Context: an optimization exercise on an open-source flow, tuned for small area, a short achievable clock period and few clock cycles per item. The choices shown serve that exercise and are no tape-out recipe. Function was checked by simulation only, so behaviour that the tests miss may differ from the original.

`flow/config.mk`:
```
export PLATFORM = sky130hd
export DESIGN_NAME = matrixProcessor
export DESIGN_NICKNAME = matrixProcessor
export VERILOG_FILES = /design/flow/design.v
export SDC_FILE = /design/flow/constraint.sdc
export NUM_CORES = 4
export LEC_CHECK = 0
export ABC_CLOCK_PERIOD_IN_PS = 16000
export CAP_MARGIN = 20
export CORE_MARGIN = 2
export CORE_UTILIZATION = 40
export SETUP_SLACK_MARGIN = 2
export SLEW_MARGIN = 20
```
`flow/constraint.sdc`:
```
create_clock -name core_clock -period 20.0 [get_ports {clk}]
set_input_delay 4.0000 -clock core_clock [delete_from_list [all_inputs] [get_ports {clk}]]
set_output_delay 4.0000 -clock core_clock [all_outputs]
set_load 0.01 [all_outputs]
```
`flow/design.v`:
```
`default_nettype none
module fuseMultAdd #(
	parameter WIDTH = 32
) (
	input wire clk,
	input wire rst_n,
	input wire signed [WIDTH - 1:0] a,
	input wire signed [WIDTH - 1:0] b,
	input wire signed [$clog2(WIDTH) - 1:0] scaleFactor,
	output wire signed [WIDTH - 1:0] accumulatorOut,
	input wire signed [WIDTH - 1:0] seed,
	input wire updateAccumulator,
	input wire en
);
	reg signed [WIDTH - 1:0] accumulator;
	wire signed [(2 * WIDTH) - 1:0] product;
	wire signed [WIDTH - 1:0] shiftResult;
	assign product = a * b;
	assign shiftResult = product >>> scaleFactor;
	wire signed [WIDTH - 1:0] accumulatorSrc;
	assign accumulatorSrc = (updateAccumulator) ? seed : accumulator;
	wire signed [WIDTH - 1:0] currentSum;
	assign currentSum = accumulatorSrc + shiftResult;
	assign accumulatorOut = currentSum;
	always @(posedge clk) begin
		if (~rst_n) begin
			accumulator <= 0;
		end else begin
			if (en) begin
				accumulator <= currentSum;
			end
		end
	end
endmodule
`default_nettype none
module divider #(
		parameter WIDTH=32
	) (
	input wire clk,
	input wire rst_n,
	input wire start,
	input wire signed [WIDTH - 1:0] numerator,
	input wire signed [WIDTH - 1:0] denominator, 
	output wire signed [WIDTH - 1:0] quotient,
	output wire finished
	);
	parameter WAIT = 1'b0;
	parameter DIVIDE = 1'b1;
	reg signCorrect;
	reg [(WIDTH * 2) - 1:0] quotientInternal;
	reg [(WIDTH * 2) - 1:0] dividendSignCorrect;  
	reg [WIDTH - 1:0] divisorSignCorrect;
	reg [WIDTH - 1:0] remainder;
	wire [WIDTH - 1:0] nextRemainder;
	assign quotient = signCorrect ? (~(quotientInternal[WIDTH - 1:0])) + 1 : quotientInternal[31:0];
	reg state;
	reg [$clog2(WIDTH * 2) - 1:0] count;
	assign finished = ~state;
	assign nextRemainder = {remainder, dividendSignCorrect[count]};
	always @(posedge clk) begin
		if (~rst_n) begin
			state <= WAIT;
		end else begin
		if (start) begin  
			state <= DIVIDE;
			count <= (WIDTH * 2) - 1;
			signCorrect <= numerator[31] ^ denominator[31];
			dividendSignCorrect <= (numerator[31] ? ~numerator + 1 : numerator) << 16;
			divisorSignCorrect <= (denominator[31] ? ~denominator + 1 : denominator);
			remainder <= 0;
			quotientInternal <= 0;
		end
		if (state == DIVIDE) begin  
			if (nextRemainder >= divisorSignCorrect) begin
				remainder <= nextRemainder - divisorSignCorrect;
				quotientInternal[count] <= 1;
			end else begin
				remainder <= nextRemainder;
			end
			if (count == 0) begin
				state <= WAIT;
			end
			count <= count - 1;
		end
		end
	end
endmodule
`default_nettype none
module matrixProcessorController (
	input wire clk,
	input wire rst_n,
	input wire start,
	input wire workItemCountZero,
	input wire [3:0] matrixRegValue,
	input wire divFinished,
	output logic matrixRegIncrument,
	output logic writeEn,
	output logic pmvcWriteEn,
	output logic wiSource,
	output logic wiInit,
	output logic load,
	output logic loadMatrix,
	output logic loadVector,
	output logic resetMatrixReg,
	output logic readAddrSrc,
	output logic enFMA,
	output logic startDiv
	);
	typedef enum logic [2:0] {IDLE, LOADMATRIX, LOADVECTOR, PROCESSING, STARTDIV, INVERTW, NORMALIZE} statetype;
	statetype state, nextstate;
	wire matrixMax = (matrixRegValue == 4'hF);
	wire vectorMax = (matrixRegValue == 4'h3);
	wire coordsMax = (matrixRegValue == 4'h2);  
	assign wiInit = (state == IDLE && start);
	always @(*) begin
		if (~rst_n) begin
			nextstate = IDLE;
			wiSource = 0;
			writeEn = 0;
			load = 0;
			loadMatrix = 0;
			loadVector = 0;
			matrixRegIncrument = 0;
			resetMatrixReg = 0;
			readAddrSrc = 0;
			enFMA = 0;
			pmvcWriteEn = 0;
			startDiv = 0;
		end else case (state)
			IDLE: begin
				if (start) nextstate = LOADMATRIX;
				else 	   nextstate = IDLE;
				wiSource = start;
				writeEn = 0;
				load = 0;
				loadMatrix = 0;
				loadVector = 0;
				matrixRegIncrument = 0;
				resetMatrixReg = 0;
				readAddrSrc = 0;
				enFMA = 0;
				pmvcWriteEn = 0;
				startDiv = 0;
			end
			LOADMATRIX: begin
				if (matrixMax) nextstate = LOADVECTOR;
				else 						nextstate = LOADMATRIX;
				wiSource = 0;
				writeEn = 0;
				load = 1;
				loadMatrix = 1;
				loadVector = 0;
				matrixRegIncrument = 1;
				resetMatrixReg = 0;  
				readAddrSrc = 0;
				enFMA = 0;
				pmvcWriteEn = 0;
				startDiv = 0;
			end
			LOADVECTOR: begin
				if (vectorMax)  nextstate = PROCESSING;  
				else 			nextstate = LOADVECTOR;
				wiSource = 0;
				writeEn = 0;
				load = 1;
				loadMatrix = 0;
				loadVector = 1;
				matrixRegIncrument = 1;
				resetMatrixReg = vectorMax;  
				readAddrSrc = 1;
				enFMA = 0;
				pmvcWriteEn = 0;
				startDiv = 0;
			end
			PROCESSING: begin
				if (matrixMax) 	nextstate = STARTDIV;
				else 			nextstate = PROCESSING;
				wiSource = 0;
				writeEn = 0;
				load = 1;
				loadMatrix = 0;
				loadVector = 0;
				matrixRegIncrument = 1;
				resetMatrixReg = 0;
				readAddrSrc = 0;
				enFMA = 1;
				pmvcWriteEn = (matrixRegValue[1:0] == 4'h3);
				startDiv = 0;
			end
			STARTDIV: begin
				nextstate = INVERTW;
				wiSource = 0;
				writeEn = 0;
				load = 1;
				loadMatrix = 0;
				loadVector = 0;
				matrixRegIncrument = 0;
				resetMatrixReg = 0;
				readAddrSrc = 0;
				enFMA = 0;
				pmvcWriteEn = 0;
				startDiv = 1;
			end
			INVERTW: begin
				if (divFinished) nextstate = NORMALIZE;
				else 			 nextstate = INVERTW;
				wiSource = 0;
				writeEn = 0;
				load = 0;
				loadMatrix = 0;
				loadVector = 0;
				matrixRegIncrument = 0;
				resetMatrixReg = 0;
				readAddrSrc = 0;
				enFMA = 0;
				pmvcWriteEn = 0;
				startDiv = 0;
			end
			NORMALIZE: begin
				if (workItemCountZero && vectorMax) 	nextstate = IDLE;
				else if (vectorMax)						nextstate = LOADVECTOR;
				else 									nextstate = NORMALIZE;
				wiSource = vectorMax;
				writeEn = 1;
				load = 0;
				loadMatrix = 0;
				loadVector = 0;
				matrixRegIncrument = 1;
				resetMatrixReg = vectorMax;
				readAddrSrc = 0;
				enFMA = 1;
				pmvcWriteEn = 0;
				startDiv = 0;
			end
			default: begin
				nextstate = IDLE;
				wiSource = 0;
				writeEn = 0;
				load = 0;
				loadMatrix = 0;
				loadVector = 0;
				matrixRegIncrument = 0;
				resetMatrixReg = 0;
				readAddrSrc = 0;
				enFMA = 0;
				pmvcWriteEn = 0;
				startDiv = 0;
			end
		endcase
	end
	always @(posedge clk) begin
		if (~rst_n) begin
			state <= IDLE;
		end else begin
			state <= nextstate;
		end
	end
endmodule
`default_nettype none
module matrixProcessorDatapath #(
	parameter WIDTH = 32
) (
	input wire clk,
	input wire rst_n,
	input wire start,
	input wire wiSource,
	input wire wiInit,
	input wire resetMatrixReg,
	input wire matrixRegIncrument,
	input wire load,  
	input wire loadMatrix,  
	input wire loadVector,
	input wire readAddrSrc,
	input wire enFMA,
	input wire controllerWriteEn,
	input wire pmvcWriteEn,
	input wire startDiv,
	input wire [13:0] workItemCount,  
	input wire [WIDTH - 1:0] matrixInAddr,  
	input wire [WIDTH - 1:0] dataInAddr,
	input wire [WIDTH - 1:0] dataOutAddr,
	input wire [WIDTH - 1:0] dataIn,
	output wire [WIDTH - 1:0] readAddr,
	output wire [WIDTH - 1:0] writeAddr,
	output wire [WIDTH - 1:0] writeData,
	output wire workItemCountZero,
	output wire [3:0] matrixRegValue,
	output wire writeEn,
	output wire divFinished
	);
	reg [13:0] workItemReg;
	reg [3:0] matrixReg;
	wire [13:0] workItemNext;
	wire [3:0] matrixCountNext;
	assign workItemNext = wiInit ? workItemCount : (workItemReg - 1);
	reg [3:0] matrixRegPipeline;
	reg dataConsumePipeline;
	reg loadMatrixPipeline;
	reg loadVectorPipeline;
	reg writeEnPipeline;
	wire updateAccumulator;
	reg updateAccumulatorPipeline;
	reg pmvcWriteEnPipeline;
	assign updateAccumulator = load ? (matrixReg[1:0] == 0) : 1;
	reg [WIDTH - 1:0] matrixCache [15:0];  
	reg [WIDTH - 1:0] vectorCache [3:0];  
	reg [WIDTH - 1:0] postMultVecCache [3:0];  
	reg [WIDTH - 1:0] matrixReadReg;
	reg [WIDTH - 1:0] vectorReadReg;
	wire [17:0] vectorReadIndex;
	assign vectorReadIndex = {workItemReg, matrixReg[1:0]};
	wire [17:0] vectorWriteIndex;
	assign vectorWriteIndex = {workItemReg, matrixReg[1:0]};
	wire [WIDTH - 1:0] writeAddrInternal;
	reg [WIDTH - 1:0] writeAddrPipeline;
	assign readAddr = (readAddrSrc ? (dataInAddr) : matrixInAddr) + (readAddrSrc ? (vectorReadIndex << 2) : (matrixReg << 2));
	assign writeAddrInternal = dataOutAddr + vectorWriteIndex;
	assign writeAddr = writeAddrPipeline;
	wire [WIDTH - 1:0] multResult;
	wire [WIDTH - 1:0] quotient;
	assign writeData = multResult;
	assign writeEn = writeEnPipeline;
	assign workItemCountZero = (workItemReg == 0);
	assign matrixRegValue = matrixReg;
	wire [WIDTH - 1:0] nonVecMultInput;
	wire [WIDTH - 1:0] vecMultInput;
	assign nonVecMultInput = (load && !writeEnPipeline) ? matrixReadReg : quotient;
	assign vecMultInput = (load && !writeEnPipeline) ? vectorReadReg : postMultVecCache[matrixRegPipeline[1:0]];
	wire [WIDTH - 1:0] debug = postMultVecCache[matrixRegPipeline[1:0]];
	fuseMultAdd #(.WIDTH(WIDTH)) fma(
		.clk(clk),
		.rst_n(rst_n),
		.a(nonVecMultInput),
		.b(vecMultInput),
		.scaleFactor(5'd16),
		.accumulatorOut(multResult),
		.seed(0),
		.updateAccumulator(updateAccumulatorPipeline),
		.en(enFMA)
	);
	divider #(.WIDTH(WIDTH)) div(
		.clk(clk),
		.rst_n(rst_n),
		.start(startDiv),
		.numerator(32'h10000),
		.denominator(multResult),
		.quotient(quotient),
		.finished(divFinished)
	);
	always @(posedge clk) begin
		if (~rst_n) begin
			matrixReg <= 0;
			matrixRegPipeline <= 0;
			writeEnPipeline <= 0;
			updateAccumulatorPipeline <= 0;
			dataConsumePipeline <= 0;
			loadMatrixPipeline <= 0;
			loadVectorPipeline <= 0;
		end else begin
			if (wiSource) begin
				workItemReg <= workItemNext;
			end
			if (resetMatrixReg) begin
				matrixReg <= 4'b0;
			end else if (matrixRegIncrument) begin
				matrixReg <= matrixReg + 1;
			end
			if (load) begin
				dataConsumePipeline <= 1;
				loadMatrixPipeline <= loadMatrix;
				loadVectorPipeline <= loadVector;
			end else begin
				dataConsumePipeline <= 0;
			end
			if (dataConsumePipeline && loadMatrixPipeline) begin
				matrixCache[matrixRegPipeline] <= dataIn;
			end
			if (dataConsumePipeline && loadVectorPipeline) begin
				vectorCache[matrixRegPipeline] <= dataIn;
			end
			if (controllerWriteEn) begin
				writeAddrPipeline <= writeAddrInternal;
			end
			if (pmvcWriteEnPipeline) begin
				postMultVecCache[matrixRegPipeline[3:2]] <= multResult;
			end 
			matrixRegPipeline <= matrixReg;
			writeEnPipeline <= controllerWriteEn;
			updateAccumulatorPipeline <= updateAccumulator;
			pmvcWriteEnPipeline <= pmvcWriteEn;
			matrixReadReg <= matrixCache[matrixReg];
			vectorReadReg <= vectorCache[matrixReg[1:0]];
		end
	end
endmodule
`default_nettype none
module matrixProcessor #(
	parameter WIDTH = 32
) (
	input wire clk,
	input wire rst_n,
	input wire start,
	input wire [13:0] workItemCount,  
	input wire [WIDTH - 1:0] matrixInAddr,  
	input wire [WIDTH - 1:0] dataInAddr,
	input wire [WIDTH - 1:0] dataOutAddr,
	input wire [WIDTH - 1:0] dataIn,
	output wire [WIDTH - 1:0] readAddr,
	output wire [WIDTH - 1:0] writeAddr,
	output wire [WIDTH - 1:0] writeData,
	output wire writeEn
	);
	wire controllerWriteEn, pmvcWriteEn;
	wire wiSource, wiInit;
	wire workItemCountZero;
	wire [3:0] matrixRegValue;
	wire resetMatrixReg, matrixRegIncrument;
	wire load, loadMatrix, loadVector;
	wire readAddrSrc;
	wire enFMA;
	wire startDiv;
	wire divFinished;
	matrixProcessorDatapath #(.WIDTH(WIDTH)) datapath (
		.clk(clk),
		.rst_n(rst_n),
		.start(start),
		.wiSource(wiSource),
		.wiInit(wiInit),
		.resetMatrixReg(resetMatrixReg),
		.matrixRegIncrument(matrixRegIncrument),
		.workItemCount(workItemCount),
		.matrixInAddr(matrixInAddr),
		.dataInAddr(dataInAddr),
		.dataOutAddr(dataOutAddr),
		.dataIn(dataIn),
		.readAddr(readAddr),
		.writeAddr(writeAddr),
		.writeData(writeData),
		.workItemCountZero(workItemCountZero),
		.matrixRegValue(matrixRegValue),
		.load(load),
		.loadMatrix(loadMatrix),
		.loadVector(loadVector),
		.readAddrSrc(readAddrSrc),
		.enFMA(enFMA),
		.controllerWriteEn(controllerWriteEn),
		.pmvcWriteEn(pmvcWriteEn),
		.writeEn(writeEn),
		.startDiv(startDiv),
		.divFinished(divFinished)
	);
	matrixProcessorController controller (
		.clk(clk),
		.rst_n(rst_n),
		.start(start),
		.workItemCountZero(workItemCountZero),
		.matrixRegValue(matrixRegValue),
		.divFinished(divFinished),
		.matrixRegIncrument(matrixRegIncrument),
		.writeEn(controllerWriteEn),
		.pmvcWriteEn(pmvcWriteEn),
		.wiSource(wiSource),
		.wiInit(wiInit),
		.load(load),
		.loadMatrix(loadMatrix),
		.loadVector(loadVector),
		.resetMatrixReg(resetMatrixReg),
		.readAddrSrc(readAddrSrc),
		.enFMA(enFMA),
		.startDiv(startDiv)
	);
endmodule
```
`flow/run.sh`:
```
#!/bin/bash
# synth_recipe.tcl (not shown) runs the flow's synth.tcl, then flattens the netlist and writes it again
# the make line also repeats each setting of config.mk as NAME=value (left out here)
make -C /OpenROAD-flow-scripts/flow DESIGN_CONFIG=/design/flow/config.mk WORK_HOME=/design/flow/orfs CLKGATE_MAP_FILE= SYNTH_SCRIPT=/design/flow/synth_recipe.tcl finish
```
==> results.cfg <==
[synthesis]
synthFlopType = edfxtp_1
syn_area_um2 = 73730
synthCells = 6024
yosys_register_bits = 1030
ys_warn_count = 4
synth.avg_cell_area_um2 = 12.24
synth_nets = 7279
ys_async_sr_fraction_pct = 0
ys_seq_area_share_pct = 41.29
yosys.area.top_type = edfxtp_1
synth_edf_count = 981
synth_top_area_share_pct = 39.96
yosysUniqueCellTypes = 84
synth_area_leaders = edfxtp_1, fa_1, mux4_2, inv_1, ha_1

[layout]
syn_to_final_growth_pct = 19.38
drive_above_1_share_pct = 18.46
largest_reg_flops = 512
largest_register = datapath.matrixCache
n_fill_cell = 16310
final_nets = 7815

[timing]
fin_hold_ws_ps = 464.2
finalClockSkew_ps = 54.49
tightest_slew_ps = 1077
hold_viol_final = 0
final-max-slew-violation-count = 0
fin_setup_tns_ps = 0
setup_ws_ps = 1505
period_share_pct = 92.48
slew_headroom_pct = 28.19
finalSetupViolCount = 0
max_freq_mhz = 54.07
grt_setup_unrepaired = true
period_minus_slack_ps = 18500

[detailed_routing]
routed_via_density = 5.376
drc = 0
drt-initial-drc-count = 4492
totalWireLength_um = 231800
vias = 48960
dr.pass1.iters = 6
avgRoutedWirePerCell_um = 25.45
antenna_left = 0

[cts]
root_buffer = clkbuf_16
clock_path_buffers = 3
cts_max_level = 3
cts_tree = yes
insertion_delay_ps = 720
clk_pin_slew_ps = 70
numCtsBuffers = 96
cts.sinks = 1030

[floorplanning]
dieArea_um2 = 187800
die_y_um = 433.3
num_rows = 157
start_util_pct = 40.27
core_um2 = 183100
ios = 242
die_w_um = 433.3

[worst_setup_path]
critPathMaxStageDelay_ps = 620
critical_path_class = in -> out
worstPathArrival_ps = 14500
worst_setup_path_end_kind = output port
cp_common_cell = fa_1
worstPathMaxFanout = 7
cp_data_required_time_ps = 16000
startpoint_type = primary input
crit_slowest_cell = or4b_4

[grt]
antenna_found_initial = 10
grt_max_degree = 145
track_usage_pct = 24.75
grt-ovfl-total = 0
first_global_vias = 50440
grt_first_pass_wirelength_um = 338800

[placement]
dp_slack_ps = 150.6
portBuffers = 241
dp_hpwl_um = 171500
gp_congestion = 1.019

[status]
outcome = timing/DRC/antenna clean

[worst_hold_path]
hp-class = reg -> reg

[run]
max_cap_viol_count = 0
[kinds of logic (layout without fill, tap and decap cells)]
| family | count (synthesis) | count (layout) | synth area share, % |
|---|---|---|---|
| and+or+nand+nor | 1671 | 1672 | 9.760 |
| buffers and inverters | 1153 | 1769 | 5.933 |
| adders and majority gates | 1110 | 1110 | 27.41 |
| DFF | 1030 | 1030 | 41.29 |
| AOI/OAI and AO/OA | 496 | 496 | 4.455 |
| muxes | 314 | 314 | 8.144 |
| xor gates and xnor gates | 250 | 250 | 3.009 |
| other | 0 | 3 | 0 |
[synth_stat cells (all sizes together), types with 40 or more instances]
cell type,number
edfxtp,981
inv,898
fa,842
nor2,752
nand2,558
ha,268
mux4,224
clkbuf,202
xnor2,153
a21oi,129
o21ai,102
xor2,96
a21o,75
nor2b,75
mux2i,68
nand2b,54
buf,53
dfxtp,49
nand3,40
[per-stage QoR]
stage	utilization [%]	area, um2	instances
4_1_cts	47.48	86920	9055
2_1_floorplan	-	74040	6024
3_5_place_dp	43.87	80330	8682
5_1_grt	48.07	88010	9105
6_report	48.07	88010	9108
3_3_place_gp	43.87	80320	8682
[cell usage in the layout (no fill, tap or decap), types with 22 or more instances in the layout]
cell	count
a21boi_0	29
a21o_1	60
a21oi_1	106
and2_1	34
buf_12	38
buf_4	290
buf_6	114
clkbuf_1	22
clkbuf_16	96
clkdlybuf4s50_1	225
dfxtp_1	43
edfxtp_1	981
fa_1	801
fa_2	41
ha_1	230
ha_4	29
inv_1	882
mux2i_1	48
mux4_2	224
nand2_1	546
nand2b_1	53
nand3_1	35
nor2_1	666
nor2_2	45
nor2_4	41
nor2b_1	74
nor3_1	31
o21a_1	24
o21ai_0	78
xnor2_1	136
xor2_1	92
[final cells by class]
type                            instances  area (um2)  area share (%)
Multi-Input combinational cell       3842       40880           46.44
Clock buffer                          125        2581           2.933
Antenna cell                            3       7.507        0.008530
Timing Repair Buffer                  692        6983           7.934
Sequential cell                      1030       30450           34.60
Clock inverter                         54       651.9          0.7406
Inverter                              898        3378           3.838
Tap cell                             2464        3083           3.503
[path summary, 6_finish.rpt]
kind	from	to	slack [ps]	depth (start not counted)
max reg2reg	datapath.div.quotientInternal[0]$_DFFE_PP_	datapath.div.divisorSignCorrect[31]$_SDFFCE_PP0P_	3540	91
max	rst_n	writeData[31]	1510	47
min reg2reg	datapath.fma.accumulator[21]$_SDFFE_PN0P_	datapath.fma.accumulator[21]$_SDFFE_PN0P_	460	2
min	datapath.fma.accumulator[21]$_SDFFE_PN0P_	datapath.fma.accumulator[21]$_SDFFE_PN0P_	460	2
[critical path: cells and delay by family]
family | cells | cell delay (ps)
xor+xnor | 2 | 510
fa+ha+maj | 10 | 3870
simple gates | 6 | 1230
compound gates | 20 | 4000
buf+inv | 9 | 850
[layer usage]
metal | part of all wire (%) | vias to the layer above | global-route usage [%]
li1 | - | 21090 | -
met1 | 40 | 25440 | 32.65
met2 | 48 | 1922 | 40.28
met3 | 6.4 | 492 | 3.338
met4 | 5.8 | 16 | 12.32
met5 | 0.047 | - | 0
[repair_timing]
item                       CTS  global route
resized for setup          391           163
setup endpoints to repair   27            28
hold buffers                 0             0
setup buffers              183            48
cloned                      11             0
pin swaps                  112           102
Testbench counts, summed over its fixed seeds: cycles 148,068, items 1,630.

[port drivers added, routing unchanged]
The results above use ideal ports. As a check the final layout listed here was re-extracted and re-timed, cells and wires unchanged.
Step 1 (the two cells are an assumption about what drives the block):
set clk [get_ports {clk}]
set_driving_cell -lib_cell sky130_fd_sc_hd__clkbuf_16 $clk
set_driving_cell -lib_cell sky130_fd_sc_hd__buf_2 [delete_from_list [all_inputs] $clk]
Step 2 also shifts input and output timing later by t, the mid clock arrival at the registers, as if the neighbouring blocks saw the same clock.
Three values: ideal, step 1, step 2; two values: the first two.
t (ns): 0.769
setup WS [ns]: 1.505 / 1.416 / 0.915
hold slack, ns: 0.464 / 0.464 / 0.464
After both steps setup and hold are still met in this run. For this run, drivers alone change the setup slack by -0.089 ns; drivers and shift together by -0.590 ns.
